From an optimization exercise on the open Yosys and OpenROAD flow, aimed at a short achievable clock period and few clock cycles; shortcuts taken in it are not production practice. Only simulation tests tie the RTL to the original design; equivalence was not proved. No activity file was given, so power comes from the tool's default toggle rates.

--- flow/flow/run.sh ---
#!/bin/bash
# Standard ORFS layout (the standard.sh: unchanged synthesis script and
# registers), with three changes to how the layout is made:
#  - Yosys's full/half-adder extraction is skipped (ADDER_MAP_FILE empty),
#    so ABC maps the adders as plain logic;
#  - the resizer may change a cell's footprint when it resizes it
#    (MATCH_CELL_FOOTPRINT 0);
#  - every input and output port still gets a buffer, a buf_8 rather than
#    the default choice.
set -euo pipefail
bash standard.sh ADDER_MAP_FILE= MATCH_CELL_FOOTPRINT=0 \
    "BUFFER_PORTS_ARGS=-buffer_cell sky130_fd_sc_hd__buf_8" finish > make_finish.log 2>&1
--- flow/standard.sh ---
#!/bin/bash
# synth_recipe.tcl (not shown) runs the flow's synth.tcl, then flattens the netlist and writes it again
# the make line also repeats each setting of config.mk as NAME=value (left out here)
make -C /OpenROAD-flow-scripts/flow DESIGN_CONFIG=/design/flow/config.mk WORK_HOME=/design/flow/orfs CLKGATE_MAP_FILE= SYNTH_SCRIPT=/design/flow/synth_recipe.tcl "${@:-finish}"
--- flow/config.mk ---
export PLATFORM = sky130hd
export DESIGN_NAME = mips_single_cycle
export DESIGN_NICKNAME = mips_single_cycle
export VERILOG_FILES = /design/flow/design.v
export SDC_FILE = /design/flow/constraint.sdc
export NUM_CORES = 4
export LEC_CHECK = 0
export ABC_CLOCK_PERIOD_IN_PS = 2000
export CAP_MARGIN = 20
export CORE_MARGIN = 2
export CORE_UTILIZATION = 45
export SETUP_SLACK_MARGIN = 5.0
export SLEW_MARGIN = 20
--- flow/constraint.sdc ---
create_clock -name core_clock -period 8.0 [get_ports {clk}]
set_input_delay 1.6000 -clock core_clock [delete_from_list [all_inputs] [get_ports {clk}]]
set_output_delay 1.6000 -clock core_clock [all_outputs]
set_load 0.01 [all_outputs]
--- flow/design.v ---
module ks_add #(parameter W = 32, parameter L = 5) (
    input  wire [W-1:0] a,
    input  wire [W-1:0] b,
    input  wire         cin,
    output wire [W-1:0] s
);
    wire [(L+1)*W-1:0] g;
    wire [(L+1)*W-1:0] p;
    wire [W-1:0] x = a ^ b;
    assign g[W-1:0] = (a & b) | {{(W-1){1'b0}}, cin & x[0]};
    assign p[W-1:0] = x;
    genvar i, k;
    generate
        for (k = 0; k < L; k = k + 1) begin : lvl
            for (i = 0; i < W; i = i + 1) begin : col
                if (i >= (1 << k)) begin : comb
                    assign g[(k+1)*W+i] = g[k*W+i] | (p[k*W+i] & g[k*W+i-(1<<k)]);
                    assign p[(k+1)*W+i] = p[k*W+i] & p[k*W+i-(1<<k)];
                end else begin : pass
                    assign g[(k+1)*W+i] = g[k*W+i];
                    assign p[(k+1)*W+i] = p[k*W+i];
                end
            end
        end
    endgenerate
    wire [W-1:0] c = {g[L*W +: W-1], cin};
    assign s = x ^ c;
endmodule
module agu_add(
    input  wire [31:0] base,
    input  wire [15:0] off,
    output wire [31:0] addr
);
    wire [15:0] lo;
    wire        c16;
    wire [15:0] hi = base[31:16];
    ks_add #(16, 4) add_lo(base[15:0], off, 1'b0, lo);
    assign c16 = (base[15] & off[15]) | ((base[15] ^ off[15]) & ~lo[15]);
    wire [15:0] inc, dec;
    genvar i;
    generate
        for (i = 0; i < 16; i = i + 1) begin : id
            if (i == 0) begin : b0
                assign inc[i] = ~hi[i];
                assign dec[i] = ~hi[i];
            end else begin : bn
                assign inc[i] = hi[i] ^ (&hi[i-1:0]);
                assign dec[i] = hi[i] ^ ~(|hi[i-1:0]);
            end
        end
    endgenerate
    wire s = off[15];
    assign addr = {(c16 & ~s) ? inc : (~c16 & s) ? dec : hi, lo};
endmodule
module register_file(
    input  wire        clk,
    input  wire        we3,
    input  wire [4:0]  a1, a2, a3,
    input  wire [31:0] wd3,
    output wire [31:0] rd1, rd2
);
    reg [31:0] rf[31:0];
    assign rd1 = rf[a1];
    assign rd2 = rf[a2];
    always @(posedge clk) begin
        if (we3) rf[a3] <= wd3;
    end
endmodule
module pc_reg(
    input  wire        clk,
    input  wire        rst,
    input  wire [31:0] pc_next,
    output reg  [31:0] pc
);
    always @(posedge clk or posedge rst) begin
        if (rst) pc <= 32'b0;
        else     pc <= pc_next;
    end
endmodule
module signext(input wire [15:0] a, output wire [31:0] y);
    assign y = {{16{a[15]}}, a};
endmodule
module sl2(input wire [31:0] a, output wire [31:0] y);
    assign y = {a[29:0], 2'b00};
endmodule
module mux2 #(parameter W=32) (
    input  wire [W-1:0] d0, d1,
    input  wire         s,
    output wire [W-1:0] y
);
    assign y = s ? d1 : d0;
endmodule
module mux3 #(parameter W=32) (
    input  wire [W-1:0] d0, d1, d2,
    input  wire [1:0]   s,
    output reg  [W-1:0] y
);
    always @* begin
        case (s)
            2'b00: y = d0;
            2'b01: y = d1;
            2'b10: y = d2;
            default: y = d0;
        endcase
    end
endmodule
module maindec(
    input  wire [5:0] op,
    output reg        memtoreg, memwrite,
    output reg        branch, alusrc,
    output reg        regdst, regwrite,
    output reg        jump,
    output reg  [1:0] aluop
);
    always @* begin
        memtoreg=0; memwrite=0; branch=0; alusrc=0;
        regdst=0; regwrite=0; jump=0; aluop=2'b00;
        case(op)
            6'b000000: begin regdst=1; regwrite=1; aluop=2'b10; end  
            6'b100011: begin memtoreg=1; regwrite=1; alusrc=1; aluop=2'b00; end  
            6'b101011: begin memwrite=1; alusrc=1; aluop=2'b00; end  
            6'b000100: begin branch=1; aluop=2'b01; end  
            6'b001000: begin regwrite=1; alusrc=1; aluop=2'b00; end  
            6'b000010: begin jump=1; end  
        endcase
    end
endmodule
module aludec(
    input  wire [5:0] funct,
    input  wire [1:0] aluop,
    output reg  [3:0] alucontrol
);
    always @* begin
        case (aluop)
            2'b00: alucontrol = 4'b0010;  
            2'b01: alucontrol = 4'b0110;  
            default: begin  
                case (funct)
                    6'b100000: alucontrol = 4'b0010;       
                    6'b100010: alucontrol = 4'b0110;       
                    6'b100100: alucontrol = 4'b0000;       
                    6'b100101: alucontrol = 4'b0001;       
                    6'b101010: alucontrol = 4'b0111;       
                    default:   alucontrol = 4'b0000;
                endcase
            end
        endcase
    end
endmodule
module controller_single(
    input  wire [5:0] op, funct,
    output wire       memtoreg, memwrite,
    output wire       branch, alusrc,
    output wire       regdst, regwrite,
    output wire       jump,
    output wire [3:0] alucontrol
);
    wire [1:0] aluop;
    maindec md(op, memtoreg, memwrite, branch, alusrc, regdst, regwrite, jump, aluop);
    aludec  ad(funct, aluop, alucontrol);
endmodule
module mips_single_cycle (
    input  wire        clk,
    input  wire        rst,
    output wire [31:0] imem_addr,
    input  wire [31:0] imem_rdata,
    output wire        dmem_we,
    output wire [31:0] dmem_addr,
    output wire [31:0] dmem_wdata,
    input  wire [31:0] dmem_rdata
);
    localparam OP_R = 6'b000000, OP_LW = 6'b100011, OP_SW = 6'b101011,
               OP_BEQ = 6'b000100, OP_ADDI = 6'b001000, OP_J = 6'b000010;
    reg  [31:0] pc;
    reg         valid_d;
    reg  [31:0] ir_d, pc4_d, ra_d, rb_d;
    reg         se_s, sw_s, sx_s, sr_s;
    reg         se_t, sw_t, sx_t, sr_t;
    reg         valid_e;
    reg  [31:0] a_e, b_e, sd_e, bt_e, ad_e;
    reg         add_e, sub_e, and_e, or_e, slt_e;
    reg         wr_e, ld_e, st_e, br_e;
    reg  [4:0]  rd_e;
    reg  [31:0] res_w;
    reg         wr_w;
    reg  [4:0]  rd_w;
    reg  [31:0] res_x;
    wire [31:0] sum, diff;
    ks_add #(32) add_s(a_e, b_e, 1'b0, sum);
    ks_add #(32) add_d(a_e, ~b_e, 1'b1, diff);
    wire        lt   = (a_e[31] & ~b_e[31]) | (~(a_e[31] ^ b_e[31]) & diff[31]);
    wire [31:0] alu  = ({32{add_e}} & sum) | ({32{sub_e}} & diff) |
                       ({32{and_e}} & (a_e & b_e)) | ({32{or_e}} & (a_e | b_e)) |
                       {31'b0, slt_e & lt};
    wire [31:0] res_e   = ld_e ? dmem_rdata : alu;
    wire        redir_e = valid_e & br_e & (a_e == b_e);
    wire [5:0]  op_d  = ir_d[31:26];
    wire [5:0]  fn_d  = ir_d[5:0];
    wire [4:0]  rs_d  = ir_d[25:21];
    wire [4:0]  rt_d  = ir_d[20:16];
    wire [4:0]  rdf_d = ir_d[15:11];
    wire [31:0] imm_d = {{16{ir_d[15]}}, ir_d[15:0]};
    reg  is_r, is_lw, is_sw, is_addi, beq_d, same, rs0_d, rt0_d, wr_d;
    reg  r_add, r_sub, r_or, r_slt, r_and;
    reg  [4:0] dst_d;
    wire stall = valid_d & (is_lw | is_sw) & se_s;
    wire [31:0] rs_wx = ({32{sw_s}} & res_w) | ({32{sx_s}} & res_x) | ({32{sr_s}} & ra_d);
    wire [31:0] rt_wx = ({32{sw_t}} & res_w) | ({32{sx_t}} & res_x) | ({32{sr_t}} & rb_d);
    wire [31:0] rs_val = se_s ? res_e : rs_wx;
    wire [31:0] rt_val = se_t ? res_e : rt_wx;
    wire        alusrc = is_addi;
    wire [31:0] b_val  = (se_t & ~alusrc) ? res_e : (alusrc ? imm_d : rt_wx);
    wire        zdep   = add_e & ((se_s & rt0_d) | (se_t & rs0_d));
    wire [31:0] hx     = a_e ^ b_e;
    wire        sum0   = ~hx[0] & (hx[31:1] == (a_e[30:0] | b_e[30:0]));
    wire        redir_d = valid_d & ~redir_e & beq_d & (same | (zdep & sum0));
    wire        br_d   = beq_d & ~same & ~zdep;
    wire [31:0] ad_d;
    agu_add add_a(rs_wx, ir_d[15:0], ad_d);
    wire [4:0]  rs_f = imem_rdata[25:21];
    wire [4:0]  rt_f = imem_rdata[20:16];
    wire [5:0]  op_f    = imem_rdata[31:26];
    wire [5:0]  fn_f    = imem_rdata[5:0];
    wire        f_r     = op_f == OP_R;
    wire        f_lw    = op_f == OP_LW;
    wire        f_addi  = op_f == OP_ADDI;
    wire [4:0]  f_dst   = f_r ? imem_rdata[15:11] : rt_f;
    wire        f_radd  = f_r & (fn_f == 6'b100000);
    wire        f_rsub  = f_r & (fn_f == 6'b100010);
    wire        f_ror   = f_r & (fn_f == 6'b100101);
    wire        f_rslt  = f_r & (fn_f == 6'b101010);
    wire [31:0] rf1, rf2;
    register_file RF(clk, wr_w, rs_f, rt_f, rd_w, res_w, rf1, rf2);
    wire        wr_dv = valid_d & wr_d;
    wire        fe_s = wr_dv & (rs_f == dst_d);
    wire        fw_s = ~fe_s & wr_e & (rs_f == rd_e);
    wire        fx_s = ~fe_s & ~fw_s & wr_w & (rs_f == rd_w);
    wire        fr_s = ~fe_s & ~fw_s & ~fx_s & (rs_f != 5'd0);
    wire        fe_t = wr_dv & (rt_f == dst_d);
    wire        fw_t = ~fe_t & wr_e & (rt_f == rd_e);
    wire        fx_t = ~fe_t & ~fw_t & wr_w & (rt_f == rd_w);
    wire        fr_t = ~fe_t & ~fw_t & ~fx_t & (rt_f != 5'd0);
    wire [31:0] pc4;
    ks_add #(32) add_p(pc, 32'd4, 1'b0, pc4);
    wire        j_f   = imem_rdata[31:26] == OP_J;
    wire [31:0] jt_f  = {pc4[31:28], imem_rdata[25:0], 2'b00};
    wire [31:0] bt_d;
    ks_add #(32) add_b(pc4_d, {imm_d[29:0], 2'b00}, 1'b0, bt_d);
    wire [31:0] pc_f  = stall ? pc : j_f ? jt_f : pc4;
    wire [31:0] pc_next = redir_e ? bt_e : redir_d ? bt_d : pc_f;
    always @(posedge clk or posedge rst) begin
        if (rst) begin
            pc      <= 32'd0;
            valid_d <= 1'b0;
            valid_e <= 1'b0;
            wr_e <= 1'b0; ld_e <= 1'b0; st_e <= 1'b0; br_e <= 1'b0;
            wr_w <= 1'b0;
        end else begin
            pc <= pc_next;
            if (redir_e | redir_d) valid_d <= 1'b0;
            else if (!stall)       valid_d <= 1'b1;
            if (redir_e | stall | ~valid_d) begin
                valid_e <= 1'b0;
                wr_e <= 1'b0; ld_e <= 1'b0; st_e <= 1'b0; br_e <= 1'b0;
            end else begin
                valid_e <= 1'b1;
                wr_e <= wr_d; ld_e <= is_lw; st_e <= is_sw; br_e <= br_d;
            end
            wr_w <= wr_e;
        end
    end
    always @(posedge clk) begin
        if (stall) begin
            ra_d <= rs_wx;
            rb_d <= rt_wx;
            se_s <= 1'b0; sw_s <= se_s; sx_s <= 1'b0; sr_s <= ~se_s;
            se_t <= 1'b0; sw_t <= se_t; sx_t <= 1'b0; sr_t <= ~se_t;
        end else begin
            ir_d  <= imem_rdata;
            is_r    <= f_r;
            is_lw   <= f_lw;
            is_sw   <= op_f == OP_SW;
            is_addi <= f_addi;
            beq_d   <= (op_f == OP_BEQ) & (imem_rdata[15:0] != 16'd0);
            same    <= rs_f == rt_f;
            rs0_d   <= rs_f == 5'd0;
            rt0_d   <= rt_f == 5'd0;
            dst_d   <= f_dst;
            wr_d    <= (f_r | f_lw | f_addi) & (f_dst != 5'd0);
            r_add   <= f_radd;
            r_sub   <= f_rsub;
            r_or    <= f_ror;
            r_slt   <= f_rslt;
            r_and   <= f_r & ~f_radd & ~f_rsub & ~f_ror & ~f_rslt;
            pc4_d <= pc4;
            ra_d  <= rf1;
            rb_d  <= rf2;
            se_s <= fe_s; sw_s <= fw_s; sx_s <= fx_s; sr_s <= fr_s;
            se_t <= fe_t; sw_t <= fw_t; sx_t <= fx_t; sr_t <= fr_t;
        end
        a_e   <= rs_val;
        b_e   <= b_val;
        sd_e  <= rt_val;
        bt_e  <= bt_d;
        ad_e  <= ad_d;
        rd_e  <= dst_d;
        add_e <= r_add | alusrc;
        sub_e <= r_sub;
        and_e <= r_and;
        or_e  <= r_or;
        slt_e <= r_slt;
        res_w <= res_e;
        rd_w  <= rd_e;
        res_x <= res_w;
    end
    assign imem_addr  = pc;
    assign dmem_we    = st_e;
    assign dmem_addr  = ad_e;
    assign dmem_wdata = sd_e;
endmodule
==> results.yml, run 1 <==
global_route:
  grtUsageTotal: 0.297
  grt_pass1_wl_mm: 330
  grt_start_max_net_pins: 76
  grt_pass1_vias: 45000
  grt_overflow: 0
  antenna_found_initial: 7
floorplanning:
  die_area_um2: 156000
  initial_core_util: 0.452
  num_rows: 143
  die_h_um: 395
  die_w_um: 395
  core-area_um2: 152000
  io_pins: 163
pwr:
  peakVddDrop_v: 0.000200
  p_sw_frac: 0.275
  total_power_mw: 19.9
  power.internal_mw: 14.4
  p_clk_frac: 0.355
  p_sw_mw: 5.46
  p_seq_frac: 0.442
  leakagePower_nw: 30.2
  combPwrFrac: 0.203
  powerDensity_nw_per_um2: 230
timing:
  fmax_mhz: 294
  hold_violations: 0
  final.setup_skew_ns: 0.0245
  max_slew.worst_pin.slew_ns: 1.20
  slew_headroom: 0.197
  finalSetupViolations: 0
  period_needed_ns: 3.40
  rsz0062_at_grt: "yes"
  tns_ns: 0
  maxSlewViolCount: 0
  fin_crit_sh: 0.425
final_layout:
  drive_above_1_share: 0.440
  fill_cells: 11700
  fin_nets: 4997
  final_common_cell: "edfxtp_1"
  area_growth_pct: 25.6
  multiInputGateArea_um2: 29900
  layout_common_cells: "1090 x edfxtp_1, 640 x mux4_2, 387 x buf_4"
  regMostFlops: "RF.rf"
  seq_area_um2: 40200
  final_util: 0.568
  largest_register_ffs: 1024
critical_path:
  r2r-end: "ad_e[14]"
  cp.arrival_ns: 4.06
  slowest_delay_ns: 0.39
  cp.required_ns: 8.66
  crit_path_start: "sx_s"
  slowest_stage: "a222oi_1"
  worst_setup_path_start_kind: "flip-flop"
  setup.worst_path.end: "ad_e[14]"
  r2r_cells: 13
  cp_max_fo: 3
  crit_chain: "buf_6 > a222oi_1 > buf_4 > nor2b_2 > maj3_2 > maj3_2 > a31oi_4 > buf_12 > o22ai_4 > maj3_2 > maj3_2 > maj3_2 > xor2_2"
  ff2ff_setup_slack_ns: 4.60
  cp_common_cell: "maj3_2"
  end_kind: "flip-flop"
  path_class: "reg2reg"
  r2r_start: "sx_s"
drt:
  vias: 46300
  ant_nets: 0
  routedWlPerCell_um: 33.6
  dr.pass1.iters: 6
  dr.first_iter.drc_count: 6197
  routed_via_density: 6.53
  totalWireLength_mm: 238
  drc: 0
synthesis:
  yosysTopAreaCell: "edfxtp_1"
  synth_edf_count: 1090
  syn_nets: 4469
  netlist.area_leader.share: 0.477
  synth.distinct_cells: 97
  ys.flop_type: "edfxtp_1"
  seq_area_frac_synth: 0.582
  avgSynthCellArea_um2: 15.6
  async_flop_share: 0.0271
  yosys_warnings: 2
  syn-cell-area_um2: 68600
  synth_seq_cells: 1440
  syn_inst: 4403
  netlist_top_cells_area: "edfxtp_1 48%, mux4_2 21%, dfxtp_1 9.1%"
place:
  place.gp.congestion: 0.968
  detailedPlacementHpwl_mm: 127
  port_buffers: 162
clocking:
  cts_buffers: 152
  clock-sinks: 1440
  worstSkewPairLatency_ns: 0.81
  cts_hold_buf: 0
  clockRootBuffer: "clkbuf_16"
  htreeDepth: 4
  clk_path_buf_depth: 3
  cts_tree: "yes"
  clk_pin_slew_ns: 0.06
status:
  status: "complete, no violations"
flow_run:
  maxCapViolations: 0
hold_path:
  holdCritPathClass: "reg2reg"
-- what timing repair did --
action | 4_1_cts | 5_1_grt
gates cloned | 43 | 19
pin swaps | 145 | 160
gates resized for setup | 550 | 272
setup endpoints to repair | 560 | 324
buffers inserted | 273 | 121
-- per-layer routing --
metal  vias to the layer above  wire length [um]  global-route usage
li1                      18900                 -                   -
met1                     24100             90400               0.402
met2                      2800            112000               0.473
met3                       542             25500              0.0620
met4                         8             10300               0.113
met5                         -                42                   0
-- critical path: cells and delay by family, from the launching register on --
family          cells  cell delay (ns)
xor+xnor            1             0.16
compound gates      3             0.63
buf+inv             3             0.50
simple gates        1             0.05
flops               1             0.36
fa+ha+maj           5             1.55
-- power by group through the flow --
stage / Clock [mW] / Sequential [mW] / Combinational, mW
finish: 7.04 / 8.78 / 4.04
floorplan: 0 / 8.72 / 2.00
CTS: 7.10 / 8.77 / 3.62
global placement: 0 / 8.91 / 2.88
global route: 7.39 / 8.82 / 4.24
detailed placement: 0 / 8.92 / 2.87
-- synthesized netlist by cell type, types with 78 or more instances --
library cell and instances:
mux2_2 78, nand2_1 275, edfxtp_1 1090, inv_1 81
nor2_1 205, dfxtp_1 311, a21oi_1 136, o21ai_0 188
clkbuf_1 245, xnor2_1 149, xor2_1 96, mux4_2 640
-- worst min path at each step --
| stage | endpoint | start | slack, ns | cells after the start |
|---|---|---|---|---|
| floorplan | and_e | r_and | 0.32 | 0 |
| global placement | and_e | r_and | 0.33 | 0 |
| detailed placement | or_e | r_or | 0.33 | 0 |
| CTS | or_e | r_or | 0.34 | 0 |
| global route | and_e | r_and | 0.36 | 0 |
| finish | or_e | r_or | 0.34 | 0 |
-- metrics by stage --
step / worst slack [ns] / hold WS [ns] / cell area, um^2 / cells
global placement: 2.43 / 0.326 / 73500 / 6346
CTS: 4.63 / 0.345 / 83700 / 6944
finish: 4.60 / 0.343 / 86200 / 7089
floorplan: 4.52 / 0.323 / 69500 / 4403
global route: 4.49 / 0.358 / 86200 / 7088
detailed placement: 2.75 / 0.327 / 73500 / 6347
-- cells by family (layout without fill, tap and decap cells) --
logic type,Yosys count,count (layout),synth area share
muxes,771,771,0.230
buffers and inverters,442,1095,0.0266
adders and majority gates,43,43,0.00647
other,0,1,0
and+or+nand+nor,764,766,0.0518
AOI/OAI and AO/OA,688,688,0.0692
xor gates and xnor gates,255,255,0.0336
DFF,1440,1440,0.582
-- cell type report --
cell class | count | area share
sequential | 1440 | 0.466
multi-input combinational | 2523 | 0.346
timing repair buffer | 728 | 0.0972
clock buffer | 202 | 0.0490
tap | 2030 | 0.0295
clock inverter | 79 | 0.00781
inverter | 85 | 0.00389
timing repair inverter | 1 | 0.0000870
antenna | 1 | 0.0000290
Testbench counts, summed over its fixed seeds: cycles 45,562.
==> run 2, diff against run 1 <==
--- a/flow/design.v
+++ b/flow/design.v
@@ -217,4 +217,8 @@
     wire        br_d   = beq_d & ~same & ~zdep;
-    wire [31:0] ad_d;
-    agu_add add_a(rs_wx, ir_d[15:0], ad_d);
+    wire [31:0] ad_w, ad_x, ad_r;
+    ks_add #(32) add_aw(res_w, imm_d, 1'b0, ad_w);
+    ks_add #(32) add_ax(res_x, imm_d, 1'b0, ad_x);
+    ks_add #(32) add_ar(ra_d,  imm_d, 1'b0, ad_r);
+    wire [31:0] ad_d = ({32{sw_s}} & ad_w) | ({32{sx_s}} & ad_x) | ({32{sr_s}} & ad_r) |
+                       ({32{~sw_s & ~sx_s & ~sr_s}} & imm_d);
     wire [4:0]  rs_f = imem_rdata[25:21];
--- a/flow/config.mk
+++ b/flow/config.mk
@@ -13 +13,3 @@
 export SLEW_MARGIN = 20
+export SYNTH_HIERARCHICAL = 1
+export SYNTH_MINIMUM_KEEP_SIZE = 300
==> run 2 against run 1 <==
First-iteration DRC count is 41% higher. Clock power grew 3.6%. Final cell count rose by 32%. Combinational power increased by 14%. Maximum frequency up 1.4%. Utilization shrank 1.4 points. Die area increased by 10%. Hold slack gained 0.0089 ns. Synthesized cell count increased by 52%. Critical path depth is 2 higher. Critical endpoint is now ad_e[31]. Highest routed layer unchanged.
==> results.yml, run 2 <==
status:
  status: "complete, no violations"
clocking:
  cts_hold_buf: 0
  worstSkewPairLatency_ns: 0.81
  clk_path_buf_depth: 3
  cts_buffers: 155
  htreeDepth: 4
  cts_tree: "yes"
  clock-sinks: 1440
  clk_pin_slew_ns: 0.06
  clockRootBuffer: "clkbuf_16"
timing:
  maxSlewViolCount: 0
  tns_ns: 0
  period_needed_ns: 3.35
  finalSetupViolations: 0
  max_slew.worst_pin.slew_ns: 1.04
  fin_crit_sh: 0.419
  final.setup_skew_ns: 0.0338
  rsz0062_at_grt: "yes"
  slew_headroom: 0.306
  fmax_mhz: 298
  hold_violations: 0
final_layout:
  area_growth_pct: 22.3
  largest_register_ffs: 1024
  layout_common_cells: "1090 x edfxtp_1, 1065 x mux2i_1, 513 x nand2_1"
  regMostFlops: "RF.rf"
  final_common_cell: "edfxtp_1"
  fin_nets: 7070
  drive_above_1_share: 0.227
floorplanning:
  die_w_um: 415
  initial_core_util: 0.454
  die_h_um: 415
  num_rows: 150
  io_pins: 163
  die_area_um2: 172000
  core-area_um2: 167000
global_route:
  grtUsageTotal: 0.324
  antenna_found_initial: 4
  grt_overflow: 0
  grt_pass1_vias: 57800
  grt_pass1_wl_mm: 409
  grt_start_max_net_pins: 153
critical_path:
  r2r_cells: 15
  r2r_start: "ir_d[5]"
  cp_max_fo: 7
  cp.required_ns: 8.64
  cp.arrival_ns: 3.99
  r2r-end: "ad_e[31]"
  ff2ff_setup_slack_ns: 4.65
  worst_setup_path_start_kind: "flip-flop"
  end_kind: "flip-flop"
  path_class: "reg2reg"
drt:
  top_layer_used: "met5"
  ant_nets: 0
  vias: 61300
  m1WireLength_mm: 119
  routed_via_density: 6.56
  totalWireLength_mm: 292
  dr.first_iter.drc_count: 8751
  routedWlPerCell_um: 31.3
  dr_wl_met2_mm: 130
  wl_met3_mm: 28.8
  drc: 0
  dr.pass1.iters: 13
synthesis:
  seq_area_frac_synth: 0.526
  synth_seq_cells: 1440
  async_flop_share: 0.0271
  syn_nets: 6759
  yosys_warnings: 8
  syn_inst: 6693
  yosysMostFrequentCell: "edfxtp_1"
  yosys-top-cells-count: "1090 x edfxtp_1, 1075 x mux2i_1, 529 x nand2_1, 411 x a21oi_1, 311 x dfxtp_1"
  yosysTopAreaCell: "edfxtp_1"
  netlist.area_leader.share: 0.432
  synth_edf_count: 1090
  synth.distinct_cells: 108
  netlist_top_cells_area: "edfxtp_1 43%, mux2i_1 14%, dfxtp_1 8.2%"
  syn-cell-area_um2: 75900
  ys.flop_type: "edfxtp_1"
  avgSynthCellArea_um2: 11.3
pwr:
  leakagePower_nw: 35.5
  peakVddDrop_v: 0.000233
  powerDensity_nw_per_um2: 224
  total_power_mw: 20.8
hold_path:
  holdCritPathClass: "reg2reg"
  min_from: "r_sub"
  hold_depth: 0
  holdPathEnd: "sub_e"
place:
  port_buffers: 162
  detailedPlacementHpwl_mm: 162
  place.gp.congestion: 0.960
flow_run:
  maxCapViolations: 0
==> run 2: cell count changes after synthesis, moves of 128 or more <==
cell / delta
a22o_1: +128
a21oi_1: +275
a22oi_1: +191
mux4_2: -640
mux2i_1: +1022
nand3_1: +212
nand2_1: +254
==> run 2: worst max-delay path by stage <==
stage                   start  endpoint  slack [ns]  depth (start not counted)
2_1_floorplan  imem_rdata[31]      wr_d        4.91                          5
3_3_place_gp           a_e[9]    pc[22]        2.38                         10
3_5_place_dp           a_e[9]    pc[19]        2.87                         10
4_1_cts               ir_d[1]  ad_e[26]        4.76                         12
5_1_grt              ir_d[10]  ad_e[26]        4.57                         12
6_report              ir_d[5]  ad_e[31]        4.65                         15
==> run 2: area by class of cell <==
type | count | area [um^2]
Antenna cell | 1 | 2.50
Timing Repair Buffer | 712 | 8150
Sequential cell | 1440 | 40200
Inverter | 101 | 393
Multi-Input combinational cell | 4594 | 36200
Tap cell | 2204 | 2760
Fill cell | 14000 | 74400
Clock buffer | 204 | 4380
Clock inverter | 76 | 697
==> run 2: metrics by stage <==
| step | hold WS (ns) | util | instances | setup WS, ns | instance area [um^2] |
|---|---|---|---|---|---|
| detailed placement | 0.336 | 0.477 | 8637 | 2.87 | 79800 |
| floorplan | 0.323 | - | 6693 | 4.91 | 75900 |
| CTS | 0.350 | 0.538 | 9190 | 4.76 | 89900 |
| finish | 0.352 | 0.555 | 9332 | 4.65 | 92800 |
| global placement | 0.330 | 0.477 | 8637 | 2.38 | 79800 |
| global route | 0.377 | 0.555 | 9332 | 4.57 | 92800 |
==> run 2: routing by layer <==
layer | GRT usage | vias up
li1 | - | 26100
met1 | 0.452 | 30900
met2 | 0.498 | 3582
met3 | 0.0531 | 724
met4 | 0.142 | 2
met5 | 0 | -
==> run 2: Yosys stat by module (local to each module, per instance) <==
module             cells  flip-flops and latches  copies in the design
mips_single_cycle   3307                     416                     1
register_file       3386                    1024                     1
==> run 2: critical path, stage by stage (launching register included) <==
cell	delay (ns)
edfxtp_1	0.51
buf_6	0.17
buf_6	0.13
a31oi_4	0.18
o211ai_1	0.15
a2111oi_4	0.40
o211ai_1	0.12
buf_4	0.19
o2bb2ai_4	0.17
a41o_1	0.29
o41ai_4	0.05
buf_4	0.19
a211oi_2	0.05
mux2i_1	0.25
xnor2_1	0.18
o21ai_2	0.12
==> run 2: logic make-up (layout without fill, tap and decap cells) <==
logic type,after synthesis,count (layout),synth area share
AOI/OAI and AO/OA,1576,1578,0.142
xor gates and xnor gates,366,366,0.0435
adders and majority gates,52,52,0.00696
buffers and inverters,669,1093,0.0437
DFF,1440,1440,0.526
muxes,1099,1099,0.145
other,0,1,0
and+or+nand+nor,1491,1499,0.0918
==> run 2: timing repair <==
action | CTS | global route
resized for setup | 577 | 338
cloned | 29 | 8
endpoints found under the setup margin | 331 | 226
setup buffers | 244 | 133
pin swaps | 136 | 163
==> run 2: report_power, final <==
part | switching, mW | leakage (nW) | internal (mW)
sequential | 0.510 | 13.4 | 8.37
combinational | 2.55 | 19.6 | 2.07
clock | 3.08 | 2.49 | 4.21
total | 6.14 | 35.5 | 14.6
Testbench counts of run 2, summed over its fixed seeds: cycles 45,562.
==> run 3, diff against run 2 <==
--- a/flow/design.v
+++ b/flow/design.v
@@ -175,3 +175,8 @@
     reg         valid_d;
-    reg  [31:0] ir_d, pc4_d, ra_d, rb_d;
+    reg  [31:0] ir_d, pc4_d, ra_d, rb_d, pc_d;
+    reg  [29:0] pcm_d;       
+    reg         seq_d;       
+    reg         tk_d;        
+    reg  [15:0] pimm_d;      
+    reg         hb_d;        
     reg         se_s, sw_s, sx_s, sr_s;
@@ -180,2 +185,3 @@
     reg  [31:0] a_e, b_e, sd_e, bt_e, ad_e;
+    reg         fx_e;        
     reg         add_e, sub_e, and_e, or_e, slt_e;
@@ -195,3 +201,3 @@
     wire [31:0] res_e   = ld_e ? dmem_rdata : alu;
-    wire        redir_e = valid_e & br_e & (a_e == b_e);
+    wire        redir_e = valid_e & ((br_e & (a_e == b_e)) | fx_e);
     wire [5:0]  op_d  = ir_d[31:26];
@@ -215,10 +221,49 @@
     wire        sum0   = ~hx[0] & (hx[31:1] == (a_e[30:0] | b_e[30:0]));
-    wire        redir_d = valid_d & ~redir_e & beq_d & (same | (zdep & sum0));
-    wire        br_d   = beq_d & ~same & ~zdep;
-    wire [31:0] ad_w, ad_x, ad_r;
-    ks_add #(32) add_aw(res_w, imm_d, 1'b0, ad_w);
-    ks_add #(32) add_ax(res_x, imm_d, 1'b0, ad_x);
-    ks_add #(32) add_ar(ra_d,  imm_d, 1'b0, ad_r);
-    wire [31:0] ad_d = ({32{sw_s}} & ad_w) | ({32{sx_s}} & ad_x) | ({32{sr_s}} & ad_r) |
-                       ({32{~sw_s & ~sx_s & ~sr_s}} & imm_d);
+    wire        taken_d = beq_d & (same | (zdep & sum0));
+    wire        redir_d = valid_d & ~redir_e & ~tk_d & taken_d;
+    wire        fix_d   = tk_d & ~(taken_d & (ir_d[15:0] == pimm_d));
+    wire        br_d   = beq_d & ~same & ~zdep & ~tk_d;
+    wire [31:0] ax     = ra_d ^ imm_d;
+    wire        addi0  = valid_d & is_addi & sr_s & (rt_d != 5'd0) &
+                         ~ax[0] & (ax[31:1] == (ra_d[30:0] | imm_d[30:0]));
+    localparam NB = 8;
+    reg  [NB-1:0] bv;
+    reg  [29:0] btag [0:NB-1];
+    reg  [31:0] btgt [0:NB-1];
+    reg  [15:0] bimm [0:NB-1];
+    reg         bsame[0:NB-1];
+    reg  [4:0]  bx   [0:NB-1];
+    reg  [2:0]  bptr;
+    reg         hit_n;
+    reg  [31:0] tgt_n;
+    reg  [15:0] imm_n;
+    reg         same_n;
+    reg  [4:0]  x_n;
+    integer bi;
+    always @* begin
+        hit_n = 1'b0; tgt_n = 32'd0; imm_n = 16'd0; same_n = 1'b0; x_n = 5'd0;
+        for (bi = 0; bi < NB; bi = bi + 1) begin
+            if (bv[bi] && btag[bi] == pc[31:2]) begin
+                hit_n  = 1'b1;
+                tgt_n  = tgt_n | btgt[bi];
+                imm_n  = imm_n | bimm[bi];
+                same_n = same_n | bsame[bi];
+                x_n    = x_n | bx[bi];
+            end
+        end
+    end
+    reg         hit_r;       
+    reg         seq_r;       
+    reg  [31:0] tgt_r;
+    reg  [15:0] imm_r;
+    reg         same_r;
+    reg  [4:0]  x_r;
+    wire        hit_f  = seq_r & hit_r;
+    wire        tk_f   = hit_f & (same_r | (addi0 & (x_r == rt_d)));
+    wire [31:0] tgt_f  = tgt_r;
+    wire [15:0] pimm_f = imm_r;
+    wire        alloc = valid_d & seq_d & ~hb_d & beq_d &
+                        (same | rt0_d | rs0_d);
+    wire [31:0] ad_d;
+    agu_add add_a(rs_wx, ir_d[15:0], ad_d);
     wire [4:0]  rs_f = imem_rdata[25:21];
@@ -252,4 +297,7 @@
     ks_add #(32) add_b(pc4_d, {imm_d[29:0], 2'b00}, 1'b0, bt_d);
-    wire [31:0] pc_f  = stall ? pc : j_f ? jt_f : pc4;
-    wire [31:0] pc_next = redir_e ? bt_e : redir_d ? bt_d : pc_f;
+    wire        hold_f = redir_e | redir_d | stall;
+    wire        take_b = tk_f & ~hold_f;
+    wire [31:0] pc_f  = j_f ? jt_f : tk_f ? tgt_f : pc4;
+    wire [31:0] pc_next = redir_e ? bt_e : redir_d ? bt_d : stall ? pc : pc_f;
+    wire        seq_n   = ~hold_f & ~j_f & ~take_b;
     always @(posedge clk or posedge rst) begin
@@ -261,4 +309,12 @@
             wr_w <= 1'b0;
+            bptr <= 3'd0;
+            bv   <= {NB{1'b0}};
+            seq_r <= 1'b0;
         end else begin
+            if (alloc) begin
+                bv[bptr] <= 1'b1;
+                bptr <= bptr + 3'd1;
+            end
             pc <= pc_next;
+            seq_r <= seq_n;
             if (redir_e | redir_d) valid_d <= 1'b0;
@@ -299,2 +355,8 @@
             pc4_d <= pc4;
+            pc_d  <= pc;
+            pcm_d <= pc_d[31:2];
+            seq_d <= seq_r;
+            tk_d  <= take_b & ~j_f;
+            pimm_d <= pimm_f;
+            hb_d  <= hit_f;
             ra_d  <= rf1;
@@ -304,2 +366,14 @@
         end
+        hit_r  <= hit_n;
+        tgt_r  <= tgt_n;
+        imm_r  <= imm_n;
+        same_r <= same_n;
+        x_r    <= x_n;
+        if (alloc) begin
+            btag[bptr]  <= pcm_d;
+            btgt[bptr]  <= bt_d;
+            bimm[bptr]  <= ir_d[15:0];
+            bsame[bptr] <= same;
+            bx[bptr]    <= rt0_d ? rs_d : rt_d;
+        end
         a_e   <= rs_val;
@@ -307,3 +381,4 @@
         sd_e  <= rt_val;
-        bt_e  <= bt_d;
+        bt_e  <= tk_d ? pc4_d : bt_d;
+        fx_e  <= valid_d & ~stall & ~redir_e & fix_d;
         ad_e  <= ad_d;
--- a/flow/config.mk
+++ b/flow/config.mk
@@ -13,3 +13 @@
 export SLEW_MARGIN = 20
-export SYNTH_HIERARCHICAL = 1
-export SYNTH_MINIMUM_KEEP_SIZE = 300
==> run 3 against run 2 <==
Clock power grew 51%. Synthesized cell count shrank 8.0%. Global-route usage shrank 2.2 points. Utilization grew 1.1 points. Worst setup slack lost 0.20 ns. Sequential share of layout area grew 8.6 points. Via count grew 7.1%. Routed wire length grew 22%. Flip-flop and latch count grew 829. Final cell count grew 6.3%. Die area grew 31%.
==> results.yml, run 3 <==
critical_path:
  worst_setup_path_start_kind: "flip-flop"
  cp.arrival_ns: 4.32
  crit_chain: "buf_12 > a222oi_1 > buf_4 > buf_6 > xnor2_4 > nand4_1 > and3_1 > a21o_1 > a311o_2 > buf_6 > nor3b_4 > buf_6 > nor3_4 > a31oi_2 > xor2_1"
  cp_common_cell: "buf_6"
  cp_top_family: "compound AO/OA/AOI/OAI gates"
  slowest_stage: "a222oi_1"
  slowest_delay_ns: 0.51
  path_buf_inv: 5
  end_kind: "flip-flop"
  cp.required_ns: 8.77
  cp_max_fo: 7
  path_class: "reg2reg"
drt:
  drc: 0
  totalWireLength_mm: 356
  routedWlPerCell_um: 35.9
  dr.first_iter.drc_count: 9997
  vias: 65600
  dr.pass1.iters: 9
  ant_nets: 0
  routed_via_density: 6.62
synthesis:
  syn_inst: 6157
  syn_nets: 6223
  seq_area_frac_synth: 0.646
  yosys-top-cells-count: "1851 x edfxtp_1, 640 x mux4_2, 397 x xnor2_1, 367 x dfxtp_1, 309 x clkbuf_1"
  netlist.area_leader.share: 0.559
  synth_edf_count: 1851
  avgSynthCellArea_um2: 16.1
  syn-cell-area_um2: 99300
  async_flop_share: 0.0225
  ys.flop_type: "edfxtp_1"
  synth.distinct_cells: 90
  synth_seq_cells: 2269
  yosysTopAreaCell: "edfxtp_1"
  yosysMostFrequentCell: "edfxtp_1"
  yosys_warnings: 2
  netlist_top_cells_area: "edfxtp_1 56%, mux4_2 15%, dfxtp_1 7.4%"
final_layout:
  fin_cells: 9922
  stdcell_area_um2: 124000
  drive_above_1_share: 0.377
  fill_cells: 16600
  largest_register_ffs: 1024
  fin_nets: 6907
  area_growth_pct: 25.0
  regMostFlops: "RF.rf"
  layout_common_cells: "1851 x edfxtp_1, 640 x mux4_2, 455 x buf_4"
  final_common_cell: "edfxtp_1"
  top_regs: "RF.rf: 1024 flops, btgt: 256 flops, btag: 240 flops"
  final_util: 0.566
status:
  status: "complete, no violations"
pwr:
  powerDensity_nw_per_um2: 254
  p_clk_frac: 0.349
  power.internal_mw: 22.8
  combPwrFrac: 0.193
  peakVddDrop_v: 0.000246
  total_power_mw: 31.6
  p_sw_mw: 8.80
  p_seq_frac: 0.458
  leakagePower_nw: 42.1
  p_sw_frac: 0.279
floorplanning:
  core-area_um2: 220000
  die_w_um: 474
  num_rows: 172
  die_area_um2: 225000
  io_pins: 163
  die_h_um: 474
  initial_core_util: 0.453
clocking:
  clock-sinks: 2269
  htreeDepth: 4
  cts_tree: "yes"
  clk_pin_slew_ns: 0.06
  cts_hold_buf: 0
  cts_buffers: 228
  clockRootBuffer: "clkbuf_16"
  clk_path_buf_depth: 3
  worstSkewPairLatency_ns: 0.91
global_route:
  grt_pass1_vias: 62000
  grt_overflow: 0
  grt_pass1_wl_mm: 478
  grtUsageTotal: 0.302
  grt_start_max_net_pins: 84
  antenna_found_initial: 26
flow_run:
  maxCapViolations: 0
timing:
  tns_ns: 0
  max_slew.worst_pin.slew_ns: 1.32
  setup_slack_ns: 4.45
  slew_headroom: 0.118
  fmax_mhz: 282
  period_needed_ns: 3.55
  timing.hold.ws_ns: 0.339
  rsz0062_at_grt: "yes"
  final.setup_skew_ns: 0.0851
  maxSlewViolCount: 0
  finalSetupViolations: 0
  hold_violations: 0
  fin_crit_sh: 0.444
place:
  place_area_um2: 106000
  detailedPlacementHpwl_mm: 191
  dp_slack_ns: 2.75
  port_buffers: 162
  place_inst: 8959
  place.gp.congestion: 0.914
hold_path:
  holdCritPathClass: "reg2reg"
==> run 3: area by class of cell <==
type                    count  area (um^2)  area share
diodes                      7         17.5    0.000141
inverters                  85          367     0.00295
clock buffers             303         6250      0.0504
flip-flops and latches   2269        64500       0.520
clock inverters           130         1440      0.0116
multi-input cells        3350        37000       0.298
well taps                2871         3590      0.0289
repair buffers            907        11000      0.0885
==> run 3: final timing paths <==
| kind | slack, ns | cells past startpoint | endpoint | startpoint |
|---|---|---|---|---|
| worst max-delay path | 4.45 | 15 | ad_e[26] | sw_s |
| worst max register to register | 4.45 | 15 | ad_e[26] | sw_s |
| worst min register to register | 0.34 | 0 | or_e | r_or |
| min in group asynchronous | 0.80 | 2 | bv[6] | rst |
| worst min-delay path | 0.34 | 0 | or_e | r_or |
| max in group asynchronous | 5.97 | 3 | pc[24] | rst |
==> run 3: cells by family (layout without fill, tap and decap cells) <==
family | count (synthesis) | in the layout | share of synthesized area
DFF | 2269 | 2269 | 0.646
other | 0 | 7 | 0
adders and majority gates | 40 | 40 | 0.00407
xor gates and xnor gates | 539 | 539 | 0.0475
and+or+nand+nor | 991 | 996 | 0.0497
muxes | 795 | 795 | 0.162
AOI/OAI and AO/OA | 980 | 980 | 0.0683
buffers and inverters | 543 | 1425 | 0.0221
==> run 3: timing repair <==
item / in CTS / in global routing
buffers inserted: 295 / 150
gates cloned: 40 / 35
hold endpoints to repair: 0 / 0
pin swaps: 156 / 207
endpoints found under the setup margin: 1236 / 554
resized for setup: 826 / 399
==> run 3: routing by layer <==
layer / vias to the layer above / share of wire / GRT usage
met5: - / 0.00030 / 0
met2: 4273 / 0.45 / 0.458
met1: 34400 / 0.39 / 0.430
met3: 823 / 0.12 / 0.0667
li1: 26100 / - / -
met4: 12 / 0.045 / 0.108
==> run 3: power groups by stage <==
stage          registers, mW  clock network, mW  logic (mW)
6_report                14.4               11.0        6.10
5_1_grt                 14.5               11.6        6.37
4_1_cts                 14.4               11.1        5.47
3_5_place_dp            14.6                  0        4.35
3_3_place_gp            14.6                  0        4.30
2_1_floorplan           14.2                  0        2.89
Testbench counts of run 3, summed over its fixed seeds: cycles 44,211.
==> run 4, diff against run 3 <==
--- a/flow/design.v
+++ b/flow/design.v
@@ -177,3 +177,2 @@
     reg  [29:0] pcm_d;       
-    reg         seq_d;       
     reg         tk_d;        
@@ -208,5 +207,17 @@
     wire [31:0] imm_d = {{16{ir_d[15]}}, ir_d[15:0]};
-    reg  is_r, is_lw, is_sw, is_addi, beq_d, same, rs0_d, rt0_d, wr_d;
-    reg  r_add, r_sub, r_or, r_slt, r_and;
-    reg  [4:0] dst_d;
+    wire is_r    = op_d == OP_R;
+    wire is_lw   = op_d == OP_LW;
+    wire is_sw   = op_d == OP_SW;
+    wire is_beq  = op_d == OP_BEQ;
+    wire is_addi = op_d == OP_ADDI;
+    wire imm0    = ir_d[15:0] == 16'd0;
+    wire same    = rs_d == rt_d;
+    wire beq_d   = is_beq & ~imm0;
+    wire [4:0] dst_d = is_r ? rdf_d : rt_d;
+    wire wr_d    = (is_r | is_lw | is_addi) & (dst_d != 5'd0);
+    wire r_add = is_r & (fn_d == 6'b100000);
+    wire r_sub = is_r & (fn_d == 6'b100010);
+    wire r_or  = is_r & (fn_d == 6'b100101);
+    wire r_slt = is_r & (fn_d == 6'b101010);
+    wire r_and = is_r & ~r_add & ~r_sub & ~r_or & ~r_slt;
     wire stall = valid_d & (is_lw | is_sw) & se_s;
@@ -218,3 +229,3 @@
     wire [31:0] b_val  = (se_t & ~alusrc) ? res_e : (alusrc ? imm_d : rt_wx);
-    wire        zdep   = add_e & ((se_s & rt0_d) | (se_t & rs0_d));
+    wire        zdep   = add_e & ((se_s & (rt_d == 5'd0)) | (se_t & (rs_d == 5'd0)));
     wire [31:0] hx     = a_e ^ b_e;
@@ -264,4 +275,4 @@
     wire [15:0] pimm_f = imm_r;
-    wire        alloc = valid_d & seq_d & ~hb_d & beq_d &
-                        (same | rt0_d | rs0_d);
+    wire        alloc = valid_d & ~hb_d & beq_d &
+                        (same | (rt_d == 5'd0) | (rs_d == 5'd0));
     wire [31:0] ad_d;
@@ -270,12 +281,2 @@
     wire [4:0]  rt_f = imem_rdata[20:16];
-    wire [5:0]  op_f    = imem_rdata[31:26];
-    wire [5:0]  fn_f    = imem_rdata[5:0];
-    wire        f_r     = op_f == OP_R;
-    wire        f_lw    = op_f == OP_LW;
-    wire        f_addi  = op_f == OP_ADDI;
-    wire [4:0]  f_dst   = f_r ? imem_rdata[15:11] : rt_f;
-    wire        f_radd  = f_r & (fn_f == 6'b100000);
-    wire        f_rsub  = f_r & (fn_f == 6'b100010);
-    wire        f_ror   = f_r & (fn_f == 6'b100101);
-    wire        f_rslt  = f_r & (fn_f == 6'b101010);
     wire [31:0] rf1, rf2;
@@ -299,4 +300,5 @@
     wire        take_b = tk_f & ~hold_f;
-    wire [31:0] pc_f  = j_f ? jt_f : tk_f ? tgt_f : pc4;
-    wire [31:0] pc_next = redir_e ? bt_e : redir_d ? bt_d : stall ? pc : pc_f;
+    wire [31:0] pc_nf = redir_e ? bt_e : redir_d ? bt_d : stall ? pc :
+                        take_b ? tgt_f : pc4;
+    wire [31:0] pc_next = (j_f & ~hold_f) ? jt_f : pc_nf;
     wire        seq_n   = ~hold_f & ~j_f & ~take_b;
@@ -339,21 +341,5 @@
             ir_d  <= imem_rdata;
-            is_r    <= f_r;
-            is_lw   <= f_lw;
-            is_sw   <= op_f == OP_SW;
-            is_addi <= f_addi;
-            beq_d   <= (op_f == OP_BEQ) & (imem_rdata[15:0] != 16'd0);
-            same    <= rs_f == rt_f;
-            rs0_d   <= rs_f == 5'd0;
-            rt0_d   <= rt_f == 5'd0;
-            dst_d   <= f_dst;
-            wr_d    <= (f_r | f_lw | f_addi) & (f_dst != 5'd0);
-            r_add   <= f_radd;
-            r_sub   <= f_rsub;
-            r_or    <= f_ror;
-            r_slt   <= f_rslt;
-            r_and   <= f_r & ~f_radd & ~f_rsub & ~f_ror & ~f_rslt;
             pc4_d <= pc4;
             pc_d  <= pc;
-            pcm_d <= pc_d[31:2];
-            seq_d <= seq_r;
+            pcm_d <= pc[31:2] - 30'd1;
             tk_d  <= take_b & ~j_f;
@@ -376,3 +362,3 @@
             bsame[bptr] <= same;
-            bx[bptr]    <= rt0_d ? rs_d : rt_d;
+            bx[bptr]    <= (rt_d == 5'd0) ? rs_d : rt_d;
         end
==> run 4 against run 3 <==
Clock-buffer cell count up 5. Hold slack better by 0.051 ns. Clock skew down 0.0069 ns. Flip-flop and latch count down 44. Global-route usage down 0.42 points. Routed wire length down 0.78%. Combinational power up 3.8%. Non-clock buffer count down 10. Largest cell class unchanged.
==> results.yml, run 4 <==
pwr:
  total_power_mw: 31.5
  combPwrFrac: 0.201
  p_sw_frac: 0.280
  powerDensity_nw_per_um2: 253
  p_sw_mw: 8.81
  p_seq_frac: 0.446
  power.internal_mw: 22.7
  p_clk_frac: 0.353
  peakVddDrop_v: 0.000241
  leakagePower_nw: 42.6
place:
  place_inst: 9106
  port_buffers: 162
  place.gp.congestion: 0.915
  dp_slack_ns: 2.90
  detailedPlacementHpwl_mm: 184
synthesis:
  seq_area_frac_synth: 0.632
  yosysTopAreaCell: "edfxtp_1"
  syn_nets: 6345
  synth_edf_count: 1807
  syn-cell-area_um2: 99500
  synth_seq_cells: 2225
  yosys-top-cells-count: "1807 x edfxtp_1, 634 x mux4_2, 396 x xnor2_1, 367 x dfxtp_1, 294 x clkbuf_1"
  netlist.area_leader.share: 0.545
  ys.flop_type: "edfxtp_1"
  avgSynthCellArea_um2: 15.9
  yosysMostFrequentCell: "edfxtp_1"
  yosys_warnings: 2
  synth.distinct_cells: 110
  netlist_top_cells_area: "edfxtp_1 55%, mux4_2 14%, dfxtp_1 7.4%"
  async_flop_share: 0.0229
  syn_inst: 6279
critical_path:
  crit_chain: "xnor2_4 > a21oi_1 > a2111oi_0 > nand4_1 > nor4_4 > buf_12 > buf_8 > o21a_4 > buf_6 > nor3_4 > buf_6 > a221o_1 > a21oi_2 > o21ai_1"
  slowest_stage: "xnor2_4"
  cp_common_cell: "buf_6"
  ff2ff_setup_slack_ns: 4.49
  path_class: "reg2reg"
  worst_setup_path_start_kind: "flip-flop"
  cp_max_fo: 10
  cp.arrival_ns: 4.29
  cp.required_ns: 8.78
  cp_top_family: "compound AO/OA/AOI/OAI gates"
  slowest_delay_ns: 0.42
  end_kind: "flip-flop"
  path_buf_inv: 4
floorplanning:
  io_pins: 163
  num_rows: 172
  die_w_um: 474
  initial_core_util: 0.453
  die_h_um: 474
  die_area_um2: 225000
  core-area_um2: 220000
flow_run:
  maxCapViolations: 0
timing:
  hold_violations: 0
  fmax_mhz: 285
  maxSlewViolCount: 0
  timing.hold.ws_ns: 0.390
  max_slew.worst_pin.slew_ns: 1.16
  setup_slack_ns: 4.49
  fin_crit_sh: 0.439
  tns_ns: 0
  final.setup_skew_ns: 0.0781
  finalSetupViolations: 0
  slew_headroom: 0.230
  rsz0062_at_grt: "yes"
  period_needed_ns: 3.51
final_layout:
  drive_above_1_share: 0.374
  layout_common_cells: "1807 x edfxtp_1, 634 x mux4_2, 417 x buf_4"
  regMostFlops: "RF.rf"
  area_growth_pct: 25.1
  fin_nets: 6999
  top_regs: "RF.rf: 1024 flops, btgt: 256 flops, btag: 240 flops"
  fin_cells: 10100
  final_common_cell: "edfxtp_1"
  largest_register_ffs: 1024
global_route:
  grtUsageTotal: 0.298
  grt_overflow: 0
  antenna_found_initial: 16
  grt_pass1_vias: 62800
  grt_start_max_net_pins: 105
  grt_pass1_wl_mm: 475
hold_path:
  holdCritPathClass: "reg2reg"
drt:
  vias: 66300
  routedWlPerCell_um: 35.0
  totalWireLength_mm: 354
  drc: 0
  ant_nets: 0
  dr.first_iter.drc_count: 9859
  routed_via_density: 6.56
  dr.pass1.iters: 6
clocking:
  clk_path_buf_depth: 3
  cts_buffers: 226
  htreeDepth: 4
  clock-sinks: 2225
  clockRootBuffer: "clkbuf_16"
  worstSkewPairLatency_ns: 0.90
  clk_pin_slew_ns: 0.07
  cts_tree: "yes"
  cts_hold_buf: 0
status:
  status: "complete, no violations"
[run 4: cell types whose count changed in the layout (fill, tap and decap cells not counted), moves of 22 or more]
cell / previous run / this run
nand4_1: 142 / 81
nand3_1: 43 / 103
nor2_1: 183 / 161
buf_4: 455 / 417
o21ai_1: 55 / 31
a22o_1: 1 / 60
nand2_1: 237 / 265
inv_1: 70 / 97
a22oi_1: 223 / 106
edfxtp_1: 1851 / 1807
a221oi_1: 11 / 54
o21ai_0: 116 / 140
[run 4: cell type report]
type                    count  area [um^2]
diodes                      3         7.51
clock buffers             308         6280
clock inverters           125         1530
fillers                 16600        95200
inverters                 109          438
multi-input cells        3474        38200
flip-flops and latches   2225        63100
well taps                2958         3700
repair buffers            897        11300
[run 4: worst register-to-register path, delay by kind of cell, from the launching register on]
family,cells,cell delay [ns]
AO/OA/AOI/OAI,6,1.29
XOR/XNOR,1,0.42
buffers and inverters,4,0.63
flip-flops,1,0.40
AND/OR/NAND/NOR,3,0.66
[run 4: kinds of logic after synthesis]
logic type,synth area share
DFF,0.632
and+or+nand+nor,0.0541
AOI/OAI and AO/OA,0.0751
muxes,0.160
buffers and inverters,0.0248
xor gates and xnor gates,0.0489
adders and majority gates,0.00543
[run 4: power by group through the flow]
stage                     combinational, mW  clock, mW  sequential (mW)
after floorplan                        2.99          0             13.8
after global placement                 4.47          0             14.2
after detailed placement               4.51          0             14.2
after CTS                              5.75       11.2             14.0
after global routing                   6.60       11.6             14.1
final                                  6.33       11.1             14.0
[run 4: repair_timing]
action | in CTS | in global routing
gates resized for setup | 890 | 346
buffers inserted | 345 | 113
hold endpoints to repair | 0 | 0
endpoints found under the setup margin | 1304 | 1078
gates cloned | 50 | 44
pin swaps | 197 | 164
[run 4: metrics by stage]
step / util / area, um^2
2_1_floorplan: - / 100000
3_3_place_gp: 0.480 / 106000
3_5_place_dp: 0.481 / 106000
4_1_cts: 0.551 / 121000
5_1_grt: 0.567 / 125000
6_report: 0.567 / 125000
[run 4: routing by layer]
layer | track usage | wire length (um)
met5 | 0 | 49
met4 | 0.0906 | 12600
met3 | 0.0685 | 46600
met2 | 0.445 | 157000
met1 | 0.434 | 138000
[run 4: path summary, 6_finish.rpt]
kind,startpoint,end,cells after the start
min in group asynchronous,rst,bv[5],2
worst min-delay path,imm_r[12],pimm_d[12],0
worst max-delay path,b_e[20],pc[20],14
max in group asynchronous,rst,pc[10],3
worst max register to register,b_e[20],pc[20],14
worst min register to register,imm_r[12],pimm_d[12],0
Testbench counts of run 4, summed over its fixed seeds: cycles 44,211.

re-timing with driven ports:
Ports are ideal in the flow. The routed layouts listed here were re-timed in OpenROAD. Step 1: set_driving_cell puts a clkbuf_16 on clk and a buf_2 on each other input, an assumption about the parent block. Step 2, shift: input delay + t, output delay - t, t = (earliest + latest rising clock arrival at the registers) / 2. This alone moves slack from input paths to output paths. a / b / c = no drivers / after step 1 / after step 2; a / b = the first two.
run | t, ns | slack for setup (ns) | latest minus earliest clock arrival (ns) | cell pins on the clock port's net
run 1 | 0.877 | 4.601 / 4.601 / 3.801 | 0.025 / 0.025 | 1
run 2 | 0.881 | 4.647 / 4.647 / 3.935 | 0.034 / 0.035 | 1
run 3 | 0.956 | 4.451 / 4.451 / 3.571 | 0.089 / 0.089 | 1
run 4 | 0.946 | 4.488 / 4.488 / 3.786 | 0.087 / 0.086 | 1
After both steps every run listed still meets setup and hold. For run 3, which loses most, drivers alone change the setup slack by 0.000 ns; drivers and shift together by -0.880 ns.
